This is an optimization exercise on Yosys and OpenROAD, whose aim is small area, not a production implementation. In this exercise RTL edits were held to simulation tests only and were not proved equivalent to the original. Power and IR drop assume default switching activity.

### flow/config.mk
export PLATFORM = sky130hd
export DESIGN_NAME = Top_Module
export DESIGN_NICKNAME = Top_Module
export VERILOG_FILES = /design/flow/design.v
export SDC_FILE = /design/flow/constraint.sdc
export NUM_CORES = 4
export LEC_CHECK = 0
export CAP_MARGIN = 20
export CORE_MARGIN = 2
export CORE_UTILIZATION = 40
export SLEW_MARGIN = 20
### flow/constraint.sdc
create_clock -name core_clock -period 10.0 [get_ports {clk}]
set_input_delay 2.0000 -clock core_clock [delete_from_list [all_inputs] [get_ports {clk}]]
set_output_delay 2.0000 -clock core_clock [all_outputs]
set_load 0.01 [all_outputs]
### flow/design.v
module Decoder_7_segment(
    input [3:0] in,
    output reg [6:0] seg
    );
    always @(in)
    begin
        case(in)
            4'b0000: seg = 7'b0000001;  
            4'b0001: seg = 7'b1001111;  
            4'b0010: seg = 7'b0010010;  
            4'b0011: seg = 7'b0000110;  
            4'b0100: seg = 7'b1001100;  
            4'b0101: seg = 7'b0100100;  
            4'b0110: seg = 7'b0100000;  
            4'b0111: seg = 7'b0001111;  
            4'b1000: seg = 7'b0000000;  
            4'b1001: seg = 7'b0000100;  
            default: seg = 7'b1111111;  
        endcase
    end
endmodule
module binarytoBCD(
    input [11:0] binary,
    output reg [3:0] thos,
    output reg [3:0] hund,
    output reg [3:0] tens,
    output reg [3:0] ones
    );
    reg [11:0] bcd_data;
    always @(binary)
    begin
    bcd_data=binary;
    thos=bcd_data/1000;
    bcd_data=bcd_data%1000;
    hund=bcd_data/100;
    bcd_data=bcd_data%100;
    tens=bcd_data/10;
    ones=bcd_data%10;
    end
endmodule
module debounce(
    input clk_in, pb,    
    output reg pb_out,   
    input rst            
);
    reg [19:0] count;
    reg pb_sync_0, pb_sync_1, pb_stable;
    always @(posedge clk_in) begin
        if (rst) begin
        pb_sync_0 <= 1'b0;
        pb_sync_1 <= 1'b0;
        pb_stable <= 1'b0;
        count <= 0;
        end else begin
        pb_sync_0 <= pb;  
        pb_sync_1 <= pb_sync_0;
        if (pb_sync_1 == pb_stable)
            count <= 0;   
        else begin
            count <= count + 1;
            if (count > 100)  
                pb_stable <= pb_sync_1;
        end
        end
    end
    always @(posedge clk_in) begin
        if (rst)
        pb_out <= 1'b0;
        else
        pb_out <= (pb_sync_1 & ~pb_stable);  
    end
endmodule
 module sevenseg_driver(
        input clk,
        input clr,
        input [3:0] in1,
        input [3:0] in2,
        input [3:0] in3,
        input [3:0] in4,
        output reg [6:0] seg,
        output reg [3:0] an
        );
        wire[6:0] seg1,seg2,seg3,seg4;
        reg [9:0] segclk;  
        localparam LEFT=2'b00,MIDLEFT=2'b01,MIDRIGHT=2'b10,RIGHT=2'b11;
        reg [1:0] state;
        always @(posedge clk)
        begin
        if (clr==1)
        segclk<=0;
        else
        segclk<=segclk+1'b1;
        end
        always @(posedge clk)
        begin
        if (clr==1)
        begin
        seg<=7'b0000000;
        an<=4'b0000;
        state<=LEFT;
        end
        else if (segclk==10'h1FF)
        begin
        case(state)
        LEFT:
        begin
        seg<=seg1;
        an<=4'b0111;
        state<=MIDLEFT;
        end
        MIDLEFT:
        begin
        seg<=seg2;
        an<=4'b1011;
        state<=MIDRIGHT;
        end
        MIDRIGHT:
        begin
        seg<=seg3;
        an<=4'b1101;
        state<=RIGHT;
        end
        RIGHT:
        begin
        seg<=seg4;
        an<=4'b1110;
        state<=LEFT;
        end
        endcase
        end
        end
        Decoder_7_segment disp1(in1,seg1);
        Decoder_7_segment disp2(in2,seg2);
        Decoder_7_segment disp3(in3,seg3);
        Decoder_7_segment disp4(in4,seg4);
    endmodule
module digital_clock(
    input clk,
    input en,
    input rst,
    input srst,
    input hrup,
    input minup,
    output [3:0] s1,
    output [3:0] s2,
    output [3:0] m1,
    output [3:0] m2,
    output [3:0] h1,
    output [3:0] h2
    );
    reg [5:0] hour,min,sec;  
    integer clkc;
    localparam onesec=1_000;  
     always @(posedge clk)
     begin
     if (srst==1'b1)
     begin
     hour<=0;
     min<=0;
     sec<=0;
     clkc<=0;
     end
     else if (rst==1'b1)
     begin
     hour<=0;
     min<=0;
     sec<=0;
     end
     else if (minup==1'b1)
     begin
     if (min==6'd59)
     begin
     min<=0;
     end
     else
     begin
     min<=min+1'd1;
     end
     end
     else if (hrup==1'b1)
     begin
     if (hour==23)
     begin
     hour<=0;
     end
     else
     begin
     hour<=hour+1'd1;
     end
     end
     else if (en==1'b1)
        if (clkc==onesec)
        begin 
        clkc<=0;
        if (sec==6'd59)
        begin
    sec<=0;
    if (min==6'd59)
    begin min<=0;
    if (hour==6'd23)
    hour<=0;
     else
        hour<=hour+1'd1;
    end
    else
    min<=min+1'd1;
    end
    else
    sec<=sec+1'd1;
    end
    else
    clkc<=clkc+1;
    end
binarytoBCD secs(.binary(sec),.thos(),.hund(),.tens(s2),.ones(s1));
binarytoBCD mins(.binary(min),.thos(),.hund(),.tens(m2),.ones(m1));
binarytoBCD hours(.binary(hour),.thos(),.hund(),.tens(h2),.ones(h1));
endmodule
module Top_Module(
    input clk,  
    input rst,  
    input sw,  
    input btnC,  
    input btnU,  
    input btnR,  
    output [6:0] seg,
    output [3:0] an,
    output [7:0] led  
);
wire [3:0] s1, s2, m1, m2, h1, h2;
reg hrup, minup;
wire btnCclr, btnUclr, btnRclr;
reg btnCclr_prev, btnUclr_prev, btnRclr_prev;
debounce dbC(clk, btnC, btnCclr, rst);
debounce dbU(clk, btnU, btnUclr, rst);  
debounce dbR(clk, btnR, btnRclr, rst);  
sevenseg_driver seg7(clk, rst, h2, h1, m2, m1, seg, an);  
digital_clock clock(clk, sw, btnCclr, rst, hrup, minup, s1, s2, m1, m2, h1, h2);
always @(posedge clk)
begin
if (rst) begin
    btnUclr_prev <= 1'b0;
    btnRclr_prev <= 1'b0;
    hrup <= 1'b0;
    minup <= 1'b0;
end else begin
    btnUclr_prev <= btnUclr;  
    btnRclr_prev <= btnRclr;  
    if (btnUclr_prev == 1'b0 && btnUclr == 1'b1) 
        hrup <= 1'b1; 
    else 
        hrup <= 1'b0;
    if (btnRclr_prev == 1'b0 && btnRclr == 1'b1) 
        minup <= 1'b1; 
    else 
        minup <= 1'b0;
end
end
assign led[7:0] = {s2, s1};
endmodule
### flow/run.sh
#!/bin/bash
# synth_recipe.tcl (not shown) runs the flow's synth.tcl, then flattens the netlist and writes it again
# the make line also repeats each setting of config.mk as NAME=value (left out here)
make -C /OpenROAD-flow-scripts/flow DESIGN_CONFIG=/design/flow/config.mk WORK_HOME=/design/flow/orfs CLKGATE_MAP_FILE= SYNTH_SCRIPT=/design/flow/synth_recipe.tcl finish
==> notes.md <==
status=complete, no violations; Power Density=roughly 130 nW/um^2; Final Hold Vio Count=0; Detailed Place HPWL=12.2 mm; post-CTS setup buffers=0; flop2flop setup slack=around 5.7 ns; kind of cell adding the most delay to the critical path=compound AO/OA/AOI/OAI gates; Routed WL=17.6 mm; crit-path cells=inv_1 > ha_1 > or2_2 > ha_1 > and3b_1 > o21ai_0 > o311ai_1 > o21a_1 > xnor2_1 > ha_1 > o311a_1 > a22oi_1 > clkdlybuf4s50_1; Netlist cell types=90; Area Overhead vs Synth=11.1%; Buffers on Ports=23; Worst path slowest cell=clkdlybuf4s50_1; synthesized instance count=~1100; synth warn=9; Yosys reg bits=approximately 150; crit share post-route=0.607; max-capacitance violation count=0; most common cell after layout, fill and taps aside=nor2_1; via density per instance=5.23; initial antenna violation count=0; worst hold path type=flop to flop; async set-reset flop share out of synthesis=0; CTS Buf Count=17; vias in the first global route=6511; Max Freq=0.165 GHz; Nets=1131; ys flop type=dfxtp_1; Period minus WS final=6.07 ns; CTS Hold Buffers Added=0; post-CTS sizing=0; Ant. Diodes=0; Relative slew margins=0.343; hold path depth=1; Worst Path Max Fanout=8; Starting Density=0.406; die height=152 microns; TritonRoute pass-1 iters=5; Worst EP required=8.00 ns; cells on worst reg2reg path=14; r2r endpoint=seg7.seg[2]; setup TNS=0 ns; H-tree Lvls=4; Post-Syn Area per Cell=8.24 sq um; WL/cell=roughly 13 microns; DR vias=7111; filler cell count=2149; Worst-Skew Late Latency=approximately 0.42 ns; Die Area=23200 sq um; Slew Limit Fails=0; Antenna Nets Post-Route=0; Mapped Nets=1133; DRC Markers=0; hold path startpoint=btnUclr_prev; first-pass GRT wire length=30.2 mm; unrepaired setup endpoints after global routing=false; worst slew pin tran=just under 1 ns; CTS Sinks=149; Clock Skew=0.0110 ns; CP most frequent cell=ha_1; sequential-to-total area share from yosys stat=0.339; CTS Buffer Depth=2; CTS tree=done; First DRT Iteration DRCs=327; nature of the critical path endpoint=primary output; WHS Endpoint=hrup; Critical Path AT=about 4.1 ns; CP peak stage delay=0.57 ns; Boundary Pins=25; Clk pin slew, worst setup/hold paths=0.06 ns; proportion of layout cells with a drive suffix above 1=0.0547; Die W=around 150 microns; Finished Core Util=0.451; Finish-stage setup viols=0; Worst Setup Path Type=flop to primary output; CP Launch Type=flop; Reg-to-Reg Start=clock.min[4]; mapped cell area=8800 sq um; WP buf/inv=2; Max VDD drop=0.105 mV; global route total overflow=0; largest net degree at the start of global routing=46; gpl congestion=0.795; core area=roughly 22000 sq um; Root Buffer=clkbuf_16; gr usage total=0.151; row cnt=54; number of synthesized flops with an enable pin=0; Leak Pwr=3.51 nW; commonest non-fill, non-tap cells in the layout=nor2_1 (150), dfxtp_1 (149), nand2_1 (66)
report_power, final:
part / switching (mW) / internal (mW) / total, mW
clock: 0.254 / 0.401 / 0.654
sequential: 0.00340 / 0.598 / 0.601
combinational: 0.0151 / 0.00815 / 0.0233
total: 0.272 / 1.01 / 1.28
per-stage QoR:
stage	hold WS (ns)	cells	setup WS (ns)	instance area, sq um	power (mW)
after floorplan	0.367	1068	5.11	8800	0.631
after global placement	0.373	1327	4.49	9170	0.638
after detailed placement	0.376	1327	4.40	9170	0.638
after CTS	0.384	1359	3.94	9770	1.29
after global routing	0.403	1359	3.67	9770	1.32
final	0.385	1359	3.93	9770	1.28
how the worst max path moves through the flow:
stage | start | to | slack (ns) | cells past startpoint
floorplan | clock.sec[4] | led[3] | 5.11 | 12
global placement | clock.sec[4] | led[3] | 4.49 | 13
detailed placement | clock.sec[4] | led[3] | 4.40 | 13
CTS | clock.sec[4] | led[3] | 3.94 | 13
global route | clock.sec[4] | led[3] | 3.67 | 13
finish | clock.sec[4] | led[3] | 3.93 | 13
flip-flops by register name, indices dropped and copies added (netlist names), 2 cells and up:
signal and cells:
seg7.an 4, clock.sec 6, dbR.count 20, seg7.seg 7
seg7.state 2, dbC.count 20, clock.hour 6, seg7.segclk 10
dbU.count 20, clock.clkc 32, clock.min 6
area by class of cell:
type                       instances  area, sq um  share of cell area
timing repair buffer              25          240              0.0246
clock buffer                      21          450              0.0461
sequential                       149         2980               0.305
multi-input combinational        806         5350               0.547
clock inverter                    11          149              0.0152
tap                              280          350              0.0358
inverter                          67          251              0.0257
metal layers:
metal  track usage  vias to the layer above  part of all wire
met2         0.236                       75              0.44
met1         0.213                     3295              0.52
li1              -                     3721                 -
met4        0.0432                        0             0.013
met3        0.0282                       20             0.024
met5             0                        -                 0
Yosys cell counts, types with 13 or more instances:
cell type | instances | area (sq um)
nand4_1 | 26 | 163
ha_1 | 59 | 738
clkbuf_1 | 27 | 101
nand2_1 | 66 | 248
nor2b_1 | 28 | 175
nand3_1 | 43 | 215
inv_1 | 63 | 236
o21ai_0 | 34 | 170
or3_1 | 19 | 119
nor3_1 | 15 | 75.1
a21oi_1 | 45 | 225
xor2_1 | 50 | 438
and3_1 | 25 | 156
dfxtp_1 | 149 | 2980
nor2_1 | 150 | 563
xnor2_1 | 42 | 368
mux2i_1 | 13 | 130
kinds of logic after synthesis:
family                   after synthesis  share of synthesized area
XOR/XNOR                              93                     0.0947
AND/OR/NAND/NOR                      446                      0.260
AO/OA/AOI/OAI                        189                      0.148
buffers and inverters                113                     0.0530
adder cells (fa/ha/maj)               62                     0.0875
flip-flops                           149                      0.339
other                                  1                   0.000426
multiplexers                          15                     0.0178

## re-timing with driven ports
In the flow no input, the clock included, has a driving cell. The finished layout below was timed again as built, in two steps. Step 1 assumes that a clkbuf_16 drives the clock port and a buf_2 every other input. Step 2 also shifts input and output timing later by t, the mid clock arrival at the registers, as if the neighbouring blocks saw the same clock. Slacks: ideal ports / drivers / drivers and shift; pairs: ideal ports / drivers.
t (ns): 0.460
setup WS [ns]: 3.926 / 3.884 / 4.343
clock arrival spread, ns: 0.014 / 0.015
worst register clock-pin slew, ns: 0.06 / 0.06
worst slew at a driven data input, ns: 0.03
After both steps this run still meets setup and hold. The setup slack of this run moves by -0.042 ns with the drivers and by +0.417 ns with both steps.
